This is an optimization exercise on Yosys and OpenROAD, whose aim is small area and a short achievable clock period, not a production implementation. Only simulation tests tie the RTL to the original design; equivalence was not proved. Power is estimated from default activity; no workload was simulated.

==> flow/design.v, too long to show whole: its modules and the start of the top module <==
// module QE_M: 774 lines
// module qe_fa: 5 lines
// module qe_fs: 5 lines
// module qe_fc: 5 lines
// module qe_x2: 5 lines
// module qe_xn: 5 lines
// module qe_cy: 5 lines
// module qe_ha: 5 lines
module QE_M (clk, reset, in_a, in_b, in_c, in_x, mode, valid_in, last_input, valid_out, result);
  // ...
==> flow/flow/run.sh <==
#!/bin/bash
# The standard layout, with buf_2 cells as the port buffers.
bash standard.sh "BUFFER_PORTS_ARGS=-buffer_cell sky130_fd_sc_hd__buf_2" finish > standard.log 2>&1
==> flow/standard.sh <==
#!/bin/bash
# synth_recipe.tcl (not shown) runs the flow's synth.tcl, then flattens the netlist and writes it again
# the make line also repeats each setting of config.mk as NAME=value (left out here)
make -C /OpenROAD-flow-scripts/flow DESIGN_CONFIG=/design/flow/config.mk WORK_HOME=/design/flow/orfs CLKGATE_MAP_FILE= SYNTH_SCRIPT=/design/flow/synth_recipe.tcl "${@:-finish}"
==> flow/config.mk <==
export PLATFORM = sky130hd
export DESIGN_NAME = QE_M
export DESIGN_NICKNAME = QE_M
export VERILOG_FILES = /design/flow/design.v
export SDC_FILE = /design/flow/constraint.sdc
export NUM_CORES = 4
export LEC_CHECK = 0
export CAP_MARGIN = 20
export CORE_MARGIN = 2
export CORE_UTILIZATION = 40
export CTS_BUF_LIST = sky130_fd_sc_hd__clkbuf_8
export SETUP_SLACK_MARGIN = 3.8
export SLEW_MARGIN = 20
export SYNTH_HIERARCHICAL = 1
==> flow/constraint.sdc <==
create_clock -name core_clock -period 6.5 [get_ports {clk}]
set_input_delay 1.3000 -clock core_clock [delete_from_list [all_inputs] [get_ports {clk}]]
set_output_delay 1.3000 -clock core_clock [all_outputs]
set_load 0.01 [all_outputs]
==> results.json, run 1 <==
{
  "outcome": "timing/DRC/antenna clean",
  "top_layer_used": "met4",
  "synthArstFlopShare_pct": 3.33,
  "clock_skew_ns": 0.0155,
  "crit_slowest_cell": "dfxtp_1",
  "clkPwrFrac_pct": 15.4,
  "dp_cells": 1128,
  "fin_setup_tns_ns": 0,
  "hold_slack_ns": 0.332,
  "clkbuf_count": 18,
  "cpLargestDelayFamily": "compound AO/OA/AOI/OAI gates",
  "clkSinkCount": 150,
  "layout.cells.most_common_list": "xor2_1, dfxtp_1, nand2_1, xnor2_1, buf_2",
  "synth_compound_area_share_pct": 15.0,
  "power.density_nw_per_um2": 488,
  "htreeDepth": 4,
  "gr-usage-all-layers_pct": 16.2,
  "final-clk-cell-share_pct": 4.13,
  "drv_slew": 0,
  "syn_area_um2": 8340,
  "drt-total-wl_um": 16600,
  "initial_utilization_pct": 40.9,
  "avgSynthCellArea_um2": 9.86,
  "taps": 270,
  "combPwrFrac_pct": 51.0,
  "ys_seq_area_share_pct": 36.3,
  "cts_setup_buffers": 0,
  "p_seq_mw": 1.52,
  "rows": 52,
  "synthAdderAreaFrac_pct": 8.88,
  "period_minus_slack_ns": 2.56,
  "cts.root.buffer_cell": "clkbuf_8",
  "vias_per_cell": 4.93,
  "crit_fanout": 4,
  "seq_area_um2": 3030,
  "grt_pass1_wl_um": 28400,
  "tightest_slew_ns": 0.670,
  "synth_top_area_cell": "dfxtp_1",
  "crit_cells": 9,
  "rsz0062_at_grt": "no",
  "dr_wl_met3_um": 742
}
==> inputs of run 2 (changes only) <==
--- a/flow/config.mk
+++ b/flow/config.mk
@@ -10,5 +10,5 @@
 export CORE_UTILIZATION = 40
 export CTS_BUF_LIST = sky130_fd_sc_hd__clkbuf_8
-export SETUP_SLACK_MARGIN = 3.8
+export SETUP_SLACK_MARGIN = 4.2
 export SLEW_MARGIN = 20
 export SYNTH_HIERARCHICAL = 1
==> run 2 against run 1 <==
Routed wire length grew 4.1%. Clock skew shrank 0.0010 ns. Sequential power is essentially flat. Via count grew 1.6%. Combinational power grew 13%. First-iteration DRC count shrank 26%. Critical path type unchanged. Largest cell class unchanged. Largest power group unchanged.
==> results.json, run 2 <==
{
  "synth_commonest_cells": "xor2_1, dfxtp_1, nand2_1",
  "ys_seq_area_share_pct": 36.3,
  "r2r-start": "T1b2",
  "grt_most_used_layer": "met2",
  "cts.root.buffer_cell": "clkbuf_8",
  "area_growth_pct": 19.5,
  "die_y_um": 148,
  "synth_cell_types": 53,
  "htreeDepth": 4,
  "final_nets": 975,
  "first_iter_violations": 258,
  "max-slew-margin-rel_pct": 66.8,
  "synth.top_cells.by_area": "dfxtp_1, xor2_1, fa_1",
  "design.die.area_um2": 22000,
  "synth_edf_count": 0,
  "synth-seq-cells": 150,
  "dr.pass1.iters": 5,
  "yosys_warnings": 7,
  "hpwl_um": 12100,
  "synthArstFlopShare_pct": 3.33,
  "period_minus_slack_ns": 2.40,
  "num_io_pins": 54,
  "cts_buffer_depth": 2,
  "antenna_left": 0,
  "hp-start": "C1[3]",
  "core_area_um2": 20400,
  "cts_tree": "built",
  "tightest_slew_ns": 0.498,
  "layout.cells.most_common_list": "dfxtp_1, xor2_1, nand2_1, xnor2_1, a22o_1",
  "critPathMostFrequentCell": "xor2_2",
  "grt_overflow": 0,
  "r2r_cells": 9,
  "gr-usage-all-layers_pct": 16.3,
  "ir_drop_mv": 0.138,
  "grt_use_met2_pct": 26.3,
  "die_w_um": 148,
  "worstPathCellList": "xor2_2, xor2_2, xor2_2, nor3b_4, o311ai_4, o221ai_4, a211oi_4, o221ai_2, xor2_1",
  "min_period_over_period_pct": 37.0,
  "grt_util_met1_pct": 22.2,
  "rsz0062_at_grt": "yes",
  "fmax_ghz": 0.416,
  "reg2reg_to": "R[15]",
  "grt_pass1_wl_um": 28500,
  "cp-start-kind": "flip-flop",
  "post-route-drc-count": 0,
  "clock_skew_ns": 0.0145,
  "critical-path-max-stage-delay_ns": 0.36,
  "crit_slowest_cell": "dfxtp_2",
  "endpoint_kind": "flip-flop",
  "crit_arrival_ns": 2.74,
  "final_common_cell": "dfxtp_1",
  "drive_gt1_share_pct": 26.5,
  "hold_buffers": 0,
  "grt_pass1_vias": 5778,
  "hold_depth": 0,
  "min_to": "C2[3]",
  "hold_path.class": "reg -> reg",
  "globalplace.congestion": 0.800,
  "cts_buffers": 17,
  "via_count": 5846,
  "setup_viol": 0,
  "maxCapViolCount": 0,
  "outcome": "timing/DRC/antenna clean",
  "syn_area_um2": 8340,
  "wl_per_cell_um": 14.6,
  "leakage_nw": 3.88,
  "final_core_util_pct": 48.9,
  "largestRegisters": "R x16, Y x16",
  "n_antenna_cell": 0,
  "vias_per_cell": 4.94,
  "rows": 52,
  "drt-total-wl_um": 17300,
  "worstSkewPairLatency_ns": 0.45,
  "antenna_found_initial": 0,
  "synth_top_area_share_pct": 34.8,
  "reg2reg_setup_slack_ns": 4.10,
  "initial_utilization_pct": 40.9,
  "port-buffer-count": 53,
  "grt_start_max_net_pins": 27,
  "grt_use_met3_pct": 2.94,
  "final_cell_count_no_fill": 1184,
  "crit_required_ns": 6.84,
  "finalHoldViolCount": 0,
  "fin_setup_tns_ns": 0,
  "path_clk_slew_ns": 0.09,
  "crit_fanout": 4,
  "worst-setup-path-type": "reg -> reg",
  "synth_top_area_cell": "dfxtp_1",
  "drv_slew": 0,
  "synthCells": 846,
  "clkSinkCount": 150,
  "dp_cells": 1128,
  "yosysMostFrequentCell": "xor2_1",
  "power.density_nw_per_um2": 488,
  "synthFlopType": "dfxtp_1",
  "avgSynthCellArea_um2": 9.86
}
==> run 2: worst max-delay path: cells and delay by family, from the launching register on <==
family | cells | cell delay (ns)
AOI/OAI and AO/OA | 4 | 1.03
xor gates and xnor gates | 4 | 0.72
DFF | 1 | 0.36
and+or+nand+nor | 1 | 0.18
==> run 2: worst max-delay path by stage <==
| stage | startpoint | to | slack, ns | cells past startpoint |
|---|---|---|---|---|
| floorplan | in_x[2] | T1a8 | 3.97 | 4 |
| global placement | mode | T1b7 | 3.67 | 5 |
| detailed placement | mode | T1b7 | 3.65 | 5 |
| CTS | T1a2 | R[15] | 4.05 | 9 |
| global route | T1b2 | R[15] | 3.95 | 9 |
| finish | T1b2 | R[15] | 4.10 | 9 |
==> run 2: metrics by stage <==
stage | total power [mW] | instance area (µm²) | hold slack [ns] | worst slack, ns
floorplan | 3.44 | 8790 | 0.310 | 3.97
global placement | 3.80 | 8930 | 0.310 | 3.67
detailed placement | 3.84 | 8930 | 0.313 | 3.65
CTS | 4.63 | 9490 | 0.329 | 4.05
global route | 5.25 | 9960 | 0.334 | 3.95
finish | 4.86 | 9960 | 0.330 | 4.10
==> run 2: area by class of cell <==
type                            instances  area (µm²)
Timing Repair Buffer                   74         469
Sequential cell                       150        3050
Clock inverter                         14         150
Fill cell                            1899       10400
Multi-Input combinational cell        641        5620
Timing Repair inverter                  3        22.5
Clock buffer                           18         248
Inverter                               14        62.6
Tap cell                              270         338
==> run 2: what timing repair did <==
item,4_1_cts,5_1_grt
pin swaps,14,56
setup buffers,9,12
cloned,3,0
gates resized for setup,25,89
setup endpoints to repair,40,48
==> run 2: where the power goes <==
group	switching [mW]	internal, mW
combinational	1.34	1.26
sequential	0.293	1.24
clock	0.371	0.356
==> run 2: kinds of logic (layout without fill, tap and decap cells) <==
family | after synthesis | count (layout) | share of synthesized area [%]
multiplexers | 2 | 2 | 0.270
other | 2 | 4 | 0.0901
adder cells (fa/ha/maj) | 37 | 37 | 8.88
buffers and inverters | 57 | 123 | 2.67
XOR/XNOR | 236 | 236 | 24.8
AO/OA/AOI/OAI | 163 | 163 | 15.0
flip-flops | 150 | 150 | 36.3
AND/OR/NAND/NOR | 199 | 199 | 12.0
==> run 2: routing by layer <==
metal / routed length (µm) / part of all wire (%)
met5: 0 / 0
met4: 303 / 1.8
met3: 634 / 3.7
met2: 8090 / 47
met1: 8280 / 48
==> run 2: Yosys stat by module, one instance, submodules excluded <==
module / cell area [µm²] / cells inside
qe_x2: 8.76 / 1
QE_M: 5620 / 583
qe_fa: 20.0 / 1
qe_cy: 8.76 / 1
qe_xn: 8.76 / 1
==> inputs of run 3 (changes only) <==
--- a/flow/config.mk
+++ b/flow/config.mk
@@ -10,5 +10,6 @@
 export CORE_UTILIZATION = 40
 export CTS_BUF_LIST = sky130_fd_sc_hd__clkbuf_8
-export SETUP_SLACK_MARGIN = 4.2
+export PLACE_DENSITY = 0.8
+export SETUP_SLACK_MARGIN = 4
 export SLEW_MARGIN = 20
 export SYNTH_HIERARCHICAL = 1
==> run 3 against run 2 <==
Global-route usage down 0.22 points. Sequential power is essentially flat. Cell count down 0.84%. Design area shrank 4.0%. Area after synthesis did not move. Routed wire length hardly changed. Sequential cell count stayed put. Critical endpoint unchanged. Clock power increased by 6.9%. Combinational power decreased by 7%. Still clean.
==> results.json, run 3 <==
{
  "rsz0062_at_grt": "yes",
  "hold_depth": 0,
  "finalHoldViolCount": 0,
  "drv_slew": 0,
  "cts.root.buffer_cell": "clkbuf_8",
  "setup_viol": 0,
  "tightest_slew_ns": 0.735,
  "crit_fanout": 4,
  "post-route-drc-count": 0,
  "synth_top_area_cell": "dfxtp_1",
  "endpoint_kind": "flip-flop",
  "leakage_nw": 3.75,
  "design.die.area_um2": 22000,
  "synth_commonest_cells": "xor2_1, dfxtp_1, nand2_1",
  "antenna_found_initial": 0,
  "die_w_um": 148,
  "syn_area_um2": 8340,
  "final_common_cell": "xor2_1",
  "reg2reg_to": "R[15]",
  "synthArstFlopShare_pct": 3.33,
  "dr.pass1.iters": 6,
  "setup_ws_ns": 4.08,
  "period_minus_slack_ns": 2.42,
  "min_to": "C2[1]",
  "grt_overflow": 0,
  "fmax_ghz": 0.412,
  "grt_pass1_vias": 6059,
  "hold_path.class": "reg -> reg",
  "clkSinkCount": 150,
  "globalplace.congestion": 0.857,
  "die_y_um": 148,
  "avgSynthCellArea_um2": 9.86,
  "hp-start": "C1[1]",
  "largestRegisters": "R x16, Y x16",
  "antenna_left": 0,
  "cts_buffer_depth": 2,
  "fillCellCount": 1856,
  "drt-total-wl_um": 17300,
  "grt_pass1_wl_um": 28700,
  "outcome": "timing/DRC/antenna clean",
  "worst-setup-path-type": "reg -> reg",
  "n_antenna_cell": 0,
  "layout.cells.most_common_list": "xor2_1, dfxtp_1, nand2_1, xnor2_1, buf_2",
  "r2r-start": "T1a2",
  "r2r_cells": 9,
  "grt_start_max_net_pins": 27,
  "ir_drop_mv": 0.191,
  "synth_cell_types": 53,
  "stdcell_area_um2": 9570,
  "synthFlopType": "dfxtp_1",
  "cts_buffers": 17,
  "initial_utilization_pct": 40.9,
  "fin_setup_tns_ns": 0,
  "pre_cts_ws_ns": 3.67,
  "first_iter_violations": 402,
  "final_nets": 965,
  "cp-start-kind": "flip-flop",
  "htreeDepth": 4,
  "dpl_cell_area_um2": 8890,
  "maxCapViolCount": 0,
  "gr-usage-all-layers_pct": 16.1,
  "area_growth_pct": 14.8,
  "synth.top_cells.by_area": "dfxtp_1, xor2_1, fa_1",
  "core_area_um2": 20400,
  "ys_seq_area_share_pct": 36.3,
  "worstSkewPairLatency_ns": 0.47,
  "min_period_over_period_pct": 37.3,
  "cts_tree": "built",
  "rows": 52,
  "synth_edf_count": 0,
  "crit_arrival_ns": 2.78,
  "power_mw": 4.71,
  "yosys_warnings": 7,
  "hpwl_um": 12100,
  "vias_per_cell": 5.12,
  "synthCells": 846,
  "via_count": 6008,
  "drive_gt1_share_pct": 19.9,
  "port-buffer-count": 53,
  "yosysMostFrequentCell": "xor2_1",
  "synth-seq-cells": 150,
  "num_io_pins": 54,
  "path_clk_slew_ns": 0.08,
  "wl_per_cell_um": 14.7,
  "hold_buffers": 0,
  "reg2reg_setup_slack_ns": 4.08,
  "crit_required_ns": 6.86,
  "clock_skew_ns": 0.0109,
  "power.density_nw_per_um2": 492,
  "synth_top_area_share_pct": 34.8,
  "max-slew-margin-rel_pct": 51.0
}
==> run 3: cell counts after synthesis <==
No cell type changed its count.
==> run 3: power breakdown <==
part	switching, mW	internal (mW)	total (mW)	leakage (nW)
clock	0.377	0.401	0.778	0.218
sequential	0.281	1.24	1.52	1.28
combinational	1.29	1.13	2.41	2.25
total	1.94	2.76	4.71	3.75
==> run 3: through the flow <==
stage | hold slack, ns | util (%) | cells
after CTS | 0.334 | 46.0 | 1164
after global routing | 0.341 | 47.0 | 1174
after floorplan | 0.310 | - | 848
after detailed placement | 0.314 | 43.7 | 1128
after global placement | 0.313 | 43.7 | 1128
final | 0.333 | 47.0 | 1174
==> run 3: repair_timing <==
item	in CTS	in global routing
buffers inserted	3	8
endpoints found under the setup margin	26	26
resized for setup	6	31
hold endpoints to repair	0	0
gates cloned	1	2
pin swaps	4	12
==> run 3: cell families (layout without fill, tap and decap cells) <==
logic type | Yosys count | count (layout) | synth area share (%)
AOI/OAI and AO/OA | 163 | 163 | 15.0
xor gates and xnor gates | 236 | 236 | 24.8
adders and majority gates | 37 | 37 | 8.88
buffers and inverters | 57 | 113 | 2.67
DFF | 150 | 150 | 36.3
muxes | 2 | 2 | 0.270
other | 2 | 4 | 0.0901
and+or+nand+nor | 199 | 199 | 12.0
==> run 3: cell type report <==
class	count	area, µm²	share of cell area (%)
sequential	150	3050	31.9
timing repair inverter	3	20.0	0.209
clock inverter	14	186	1.95
clock buffer	18	248	2.59
timing repair buffer	64	348	3.64
multi-input combinational	641	5320	55.6
tap	270	338	3.53
inverter	14	61.3	0.641
==> run 3: modules after synthesis, one instance, submodules excluded <==
module  cells inside  cell area, µm²
qe_x2              1            8.76
qe_fa              1            20.0
QE_M             583            5620
qe_xn              1            8.76
qe_cy              1            8.76
==> run 3: worst max path at each step <==
| stage | startpoint | endpoint | slack, ns | cells after the start |
|---|---|---|---|---|
| after floorplan | in_x[2] | T1a8 | 3.97 | 4 |
| after global placement | mode | T1b7 | 3.69 | 5 |
| after detailed placement | mode | T1b7 | 3.67 | 5 |
| after CTS | T1b2 | R[15] | 4.00 | 9 |
| after global routing | T1b5 | R[15] | 3.96 | 9 |
| final | T1a2 | R[15] | 4.08 | 9 |
==> run 3: worst max-delay path: stages, from the launching register on <==
cell      delay, ns
dfxtp_4        0.37
xor2_4         0.20
xor2_2         0.23
xor2_2         0.13
nor3b_2        0.20
o311ai_4       0.35
o221ai_4       0.20
a211oi_4       0.33
o221ai_2       0.14
xor2_1         0.17
==> run 3: routing by layer <==
layer  global-route usage, %  vias to the layer above  share of wire (%)
li1                        -                     2886                  -
met1                    20.5                     2854                 44
met4                    5.57                        0                2.3
met3                    3.74                       39                6.0
met5                       0                        -                  0
met2                    26.9                      229                 48
==> inputs of run 4 (changes only) <==
--- a/flow/config.mk
+++ b/flow/config.mk
@@ -10,5 +10,4 @@
 export CORE_UTILIZATION = 40
 export CTS_BUF_LIST = sky130_fd_sc_hd__clkbuf_8
-export PLACE_DENSITY = 0.8
 export SETUP_SLACK_MARGIN = 4
 export SLEW_MARGIN = 20
==> run 4 against run 3 <==
Sequential cell count stayed put. First-iteration DRC count shrank 30%. Sequential power about the same. Register-to-register slack better by 0.02 ns. Cell count increased by 0.26%. Core utilization rose by 0.28 points. Count of clock-buffer cells in the layout grew 2. Fmax increased by 0.97%. Clock skew rose by 0.0044 ns. Critical path type unchanged.
==> results.json, run 4 <==
{
  "outcome": "timing/DRC/antenna clean",
  "yosysMostFrequentCell": "xor2_1",
  "synth_top_area_share_pct": 34.8,
  "grt_pass1_wl_um": 28400,
  "layout.cells.most_common_list": "xor2_1, dfxtp_1, nand2_1, xnor2_1, buf_2",
  "antenna_left": 0,
  "area_growth_pct": 15.4,
  "synth.top_cells.by_area": "dfxtp_1, xor2_1, fa_1",
  "clock_skew_ns": 0.0153,
  "synthArstFlopShare_pct": 3.33,
  "endpoint_kind": "flip-flop",
  "wl_per_cell_um": 14.3,
  "grt_start_max_net_pins": 27,
  "min_period_over_period_pct": 36.9,
  "max-slew-margin-rel_pct": 54.9,
  "rows": 52,
  "synth_edf_count": 0,
  "synth_top_area_cell": "dfxtp_1",
  "avgSynthCellArea_um2": 9.86,
  "cts_tree": "built",
  "first_iter_violations": 283,
  "synth_cell_types": 53,
  "power_mw": 4.71,
  "r2r_cells": 10,
  "path_clk_slew_ns": 0.08,
  "worst-setup-path-type": "reg -> reg",
  "clkSinkCount": 150,
  "crit_arrival_ns": 2.74,
  "vias_per_cell": 4.92,
  "finalHoldViolCount": 0,
  "largestRegisters": "R x16, Y x16",
  "setup_viol": 0,
  "drive_gt1_share_pct": 21.5,
  "rsz0062_at_grt": "yes",
  "fin_setup_tns_ns": 0,
  "hold_path.class": "reg -> reg",
  "cts_buffers": 17,
  "antenna_found_initial": 0,
  "post-route-drc-count": 0,
  "via_count": 5791,
  "gr-usage-all-layers_pct": 16.2,
  "design.die.area_um2": 22000,
  "port-buffer-count": 53,
  "period_minus_slack_ns": 2.40,
  "leakage_nw": 3.77,
  "reg2reg_to": "R[13]",
  "cp-start-kind": "flip-flop",
  "fmax_ghz": 0.416,
  "final_nets": 968,
  "worstSkewPairLatency_ns": 0.47,
  "maxCapViolCount": 0,
  "final_core_util_pct": 47.3,
  "synthFlopType": "dfxtp_1",
  "cts_buffer_depth": 2,
  "crit_fanout": 4,
  "dr.pass1.iters": 5,
  "cts.root.buffer_cell": "clkbuf_8",
  "die_w_um": 148,
  "ys_seq_area_share_pct": 36.3,
  "drt-total-wl_um": 16900,
  "drv_slew": 0,
  "num_io_pins": 54,
  "globalplace.congestion": 0.816,
  "r2r-start": "T1a2",
  "final_common_cell": "xor2_1",
  "syn_area_um2": 8340,
  "reg2reg_setup_slack_ns": 4.10,
  "grt_overflow": 0,
  "grt_pass1_vias": 5776,
  "ir_drop_mv": 0.169,
  "core_area_um2": 20400,
  "crit_end": "R[13]",
  "yosys_warnings": 7,
  "synth_commonest_cells": "xor2_1, dfxtp_1, nand2_1",
  "synth-seq-cells": 150,
  "htreeDepth": 4,
  "synthCells": 846,
  "die_y_um": 148,
  "hpwl_um": 12200,
  "power.density_nw_per_um2": 489,
  "initial_utilization_pct": 40.9,
  "crit_required_ns": 6.84,
  "cp-startpoint": "T1a2",
  "n_antenna_cell": 0,
  "tightest_slew_ns": 0.675
}
==> run 4: cell counts after synthesis <==
No cell type changed its count.
==> run 4: layer usage <==
layer  GRT usage, %  vias up  part of all wire (%)
met1           22.0     2764                    49
met4           5.57        0                   1.6
met5              0        -                     0
met2           26.1      113                    47
li1               -     2893                     -
met3           2.85       21                   3.2
==> run 4: how the worst min path moves through the flow <==
| stage | from | endpoint | cells past startpoint |
|---|---|---|---|
| after floorplan | C1[0] | C2[0] | 0 |
| after global placement | C1[4] | C2[4] | 0 |
| after detailed placement | C1[6] | C2[6] | 0 |
| after CTS | C1[6] | C2[6] | 0 |
| after global routing | C1[4] | C2[4] | 0 |
| final | C1[0] | C2[0] | 0 |
==> run 4: timing repair <==
item,in CTS,in global routing
hold buffers,0,0
gates cloned,1,0
pin swaps,7,22
resized for setup,5,42
buffers inserted,9,7
endpoints found under the setup margin,28,27
==> run 4: cell type report <==
| cell class | count | area [µm²] |
|---|---|---|
| Inverter | 14 | 61.3 |
| Multi-Input combinational cell | 641 | 5390 |
| Clock inverter | 12 | 120 |
| Timing Repair inverter | 1 | 7.51 |
| Fill cell | 1915 | 10700 |
| Sequential cell | 150 | 3050 |
| Clock buffer | 20 | 275 |
| Tap cell | 270 | 338 |
| Timing Repair Buffer | 69 | 385 |
==> run 4: where the power goes <==
group          internal [mW]  switching (mW)  leakage (nW)
combinational           1.19            1.29          2.29
clock                  0.341           0.371         0.207
sequential              1.24           0.281          1.27
total                   2.77            1.94          3.77
==> run 4: kinds of logic (layout without fill, tap and decap cells) <==
| logic type | Yosys count | in the layout | synth area share (%) |
|---|---|---|---|
| AOI/OAI and AO/OA | 163 | 163 | 15.0 |
| buffers and inverters | 57 | 116 | 2.67 |
| muxes | 2 | 2 | 0.270 |
| and+or+nand+nor | 199 | 199 | 12.0 |
| adders and majority gates | 37 | 37 | 8.88 |
| DFF | 150 | 150 | 36.3 |
| other | 2 | 4 | 0.0901 |
| xor gates and xnor gates | 236 | 236 | 24.8 |
==> run 4: Yosys stat by module, one instance, submodules excluded <==
| module | area, µm² | cells | flops+latches |
|---|---|---|---|
| QE_M | 5620 | 583 | 150 |
| qe_fa | 20.0 | 1 | 0 |
| qe_cy | 8.76 | 1 | 0 |
| qe_x2 | 8.76 | 1 | 0 |
| qe_xn | 8.76 | 1 | 0 |
==> run 4: critical path, cell delays in order, from the launching register on <==
cell	delay (ns)
dfxtp_2	0.36
xor2_2	0.21
xor2_2	0.19
buf_4	0.14
buf_4	0.10
o32ai_2	0.08
o311ai_4	0.39
o221ai_4	0.20
a211oi_4	0.31
o22ai_1	0.13
xor2_1	0.17
==> run 4: through the flow <==
step	std cells	hold slack (ns)	cell area [µm²]	worst slack, ns
after global routing	1177	0.334	9620	3.95
final	1177	0.331	9620	4.10
after detailed placement	1128	0.312	8890	3.66
after global placement	1128	0.311	8890	3.70
after CTS	1170	0.331	9370	4.00
after floorplan	848	0.310	8750	3.97

## port drivers added, routing unchanged
The flow's constraints put no driver on any port. The routed layouts listed below were extracted and timed again, unchanged, in two steps. Step 1 sets driving cells, clkbuf_16 on the clock port and buf_2 on the other inputs (assumed; they add their load-dependent delay and slew). Step 2 adds t to the input delays and takes it off the output delays; t is the mean of the earliest and latest rising clock arrival at the registers after step 1. Input paths then give back, and output paths get back, about the clock's delay inside the block. Three values: ideal ports, drivers, drivers and shift; two values: the first two.
| run | t (ns) | setup WS [ns] | worst hold slack (ns) | clock arrival spread, ns | cell pins on the clock port's net |
|---|---|---|---|---|---|
| run 1 | 0.488 | 3.938 / 3.938 / 3.660 | 0.332 / 0.332 / 0.332 | 0.017 / 0.016 | 1 |
| run 2 | 0.480 | 4.096 / 4.096 / 3.782 | 0.330 / 0.330 / 0.330 | 0.015 / 0.015 | 1 |
| run 3 | 0.500 | 4.075 / 4.075 / 3.637 | 0.333 / 0.333 / 0.333 | 0.013 / 0.013 | 1 |
| run 4 | 0.496 | 4.099 / 4.099 / 3.657 | 0.331 / 0.331 / 0.331 | 0.016 / 0.016 | 1 |
After both steps setup and hold are still met in every run listed. For run 4, which loses most, drivers alone change the setup slack by 0.000 ns; drivers and shift together by -0.442 ns.
